From an optimization exercise on the open Yosys and OpenROAD flow, aimed at small area and a short achievable clock period; shortcuts taken in it are not production practice.
Power figures rest on the tool's default switching activity, not on a simulated workload.

the baseline:
// rvs192_core
module 	rvs192_core
(
	input 					clk,
							rst_n,
	output	logic	[31:0]	imem_addr,
	input 			[31:0]	imem_rdata,
	input 					imem_stall,
	output	logic	[31:0]	dmem_addr,
							dmem_wdata,
	output	logic	[2:0]	dmem_size,
	output	logic			dmem_read,
							dmem_write,
	input 			[31:0]	dmem_rdata,
	input 					dmem_stall
);
Size in the first run: ~170 I/O pins.
clock: 12.0 ns
lec_check: 0
cap_margin: 20
core_margin: 2
core_utilization: 40
place_density: 0.6
slew_margin: 20
run.sh (not shown) runs the stock make flow with config.mk's settings and CLKGATE_MAP_FILE= SYNTH_SCRIPT=/design/flow/synth_recipe.tcl, a recipe that flattens the netlist after the stock synthesis.
Changes in the candidate relative to the baseline:
-- flow/design.v --
<<< the baseline, line 171
	logic	[4:0]	shamt;
	logic	[2:0]	sz;
	logic	k0, k31, k2, k7, k15, ge5, ge8, ge16;
	always_ff @(posedge clk or negedge rst_n)
	begin
		if(!rst_n)
		begin
			k0 <= 1'b1;
			{k31, k2, k7, k15, ge5, ge8, ge16} <= '0;
		end
		else
		begin
			k0 <= (cnt == 5'd31);
			k31 <= (cnt == 5'd30);
			k2 <= (cnt == 5'd1);
			k7 <= (cnt == 5'd6);
			k15 <= (cnt == 5'd14);
			ge5 <= (cnt >= 5'd4) && (cnt != 5'd31);
			ge8 <= (cnt >= 5'd7) && (cnt != 5'd31);
			ge16 <= (cnt >= 5'd15) && (cnt != 5'd31);
		end
	end
	wire	inF = (st == S_F);
	wire	inE1 = (st == S_E1);
>>> the candidate, line 171
	logic	[4:0]	shamt;
	logic	[2:0]	sz;
	wire	k0 = (cnt == 5'd0);
	wire	k31 = (cnt == 5'd31);
	wire	k2 = (cnt == 5'd2);
	wire	inF = (st == S_F);
	wire	inE1 = (st == S_E1);
<<< the baseline, line 288
	wire	sgnd = !(isLD && f3[2]);
	wire	ebit = isLD ? D[0] : rs2b;
	wire	hi = (lim8 && ge8) || (lim16 && ge16);
	wire	extb = hi ? (sgnd && sgn) : ebit;
	logic	[31:0]	drev;
>>> the candidate, line 271
	wire	sgnd = !(isLD && f3[2]);
	wire	ebit = isLD ? D[0] : rs2b;
	wire	hi = (lim8 && (cnt[4:3] != 2'b00)) || (lim16 && cnt[4]);
	wire	extb = hi ? (sgnd && sgn) : ebit;
	logic	[31:0]	drev;
<<< the baseline, line 365
		eqf <= (k0 || eqf) && (abit == bsrc);
		if(inE1 && isSLL)
			cond <= (!k0 && cond) || (ge5 && bsrc);
		else if(inE1 && k31)
			cond <= cmpres;
		if(inE1 && isSLL && !ge5)
			shamt <= {bsrc, shamt[4:1]};
		if((lim8 && k7) || (lim16 && k15))
			sgn <= ebit;
		if(inM && k0 && isLD)
>>> the candidate, line 348
		eqf <= (k0 || eqf) && (abit == bsrc);
		if(inE1 && isSLL)
			cond <= (!k0 && cond) || ((cnt >= 5'd5) && bsrc);
		else if(inE1 && k31)
			cond <= cmpres;
		if(inE1 && isSLL && (cnt < 5'd5))
			shamt <= {bsrc, shamt[4:1]};
		if((lim8 && cnt == 5'd7) || (lim16 && cnt == 5'd15))
			sgn <= ebit;
		if(inM && k0 && isLD)
<<< the baseline, line 389
	logic	pcn, an;
	always_comb begin
		pcn = inF ? A[0] : pc[0];
		an = A[0];
		if(inE1)
>>> the candidate, line 372
	logic	pcn, an;
	always_comb begin
		pcn = pc[0];
		an = A[0];
		if(inE1)
<<< the baseline, line 407
	begin
		if(!rst_n)
			A <= 32'h0000_0ffc;
		else
			A <= {an, A[31:1]};
	end
	always_ff @(posedge clk)
		pc <= {pcn, pc[31:1]};
	assign	imem_addr = A;
	assign	dmem_addr = A;
>>> the candidate, line 390
	begin
		if(!rst_n)
		begin
			pc <= 32'h0000_0ffc;
			A <= 32'h0000_0ffc;
		end
		else
		begin
			pc <= {pcn, pc[31:1]};
			A <= {an, A[31:1]};
		end
	end
	assign	imem_addr = A;
	assign	dmem_addr = A;
--- outcome ---
The candidate reports a lower met3 routed wirelength than the baseline does. From the candidate to the baseline, hold violation total from the final report did not move at all. For the layout sequential cell count, the candidate came in about 0.7% lower than the baseline did. Relative to the baseline, minimum period implied by the final worst setup slack increased by 0.016 ns in the candidate. Cmp the candidate and the baseline / maximum VDD drop / higher: the candidate. Compare the candidate and the baseline | share of total power in the clock network lower: the baseline. The baseline leaves more setup margin than the candidate. The share of the yosys chip area belonging to registers of the candidate and that of the baseline are within noise of each other. The final cell count without fillers was comparable across the candidate and the baseline. [compare] base=the baseline new=the candidate: first-iteration DRC count went up; final non-filler cell area did not really move; total power did not really move. In the tables for the candidate and the baseline, final weighted congestion of routability-driven global placement reads higher with the candidate. Run comparison: the candidate highest metal layer used by the detailed router met4; the baseline highest metal layer used by the detailed router met5.
No functional check of the RTL was part of any run of this note.

## port drivers added, routing unchanged
Ports are ideal in the flow. The routed layouts listed here were re-timed in OpenROAD.
Step 1: set_driving_cell puts a clkbuf_16 on clk and a buf_2 on each other input, an assumption about the parent block.
Step 2, shift: input delay + t, output delay - t, t = (earliest + latest rising clock arrival at the registers) / 2. This alone moves slack from input paths to output paths.
Slacks: ideal ports / drivers / drivers and shift; pairs: ideal ports / drivers.
run | t (ns) | slack for setup (ns) | worst setup path at the end
the baseline | 0.699 | 7.853 / 7.800 / 8.406 | input to register
the candidate | 0.691 | 7.837 / 7.783 / 8.032 | register to register
After both steps setup and hold are still met in every run listed.
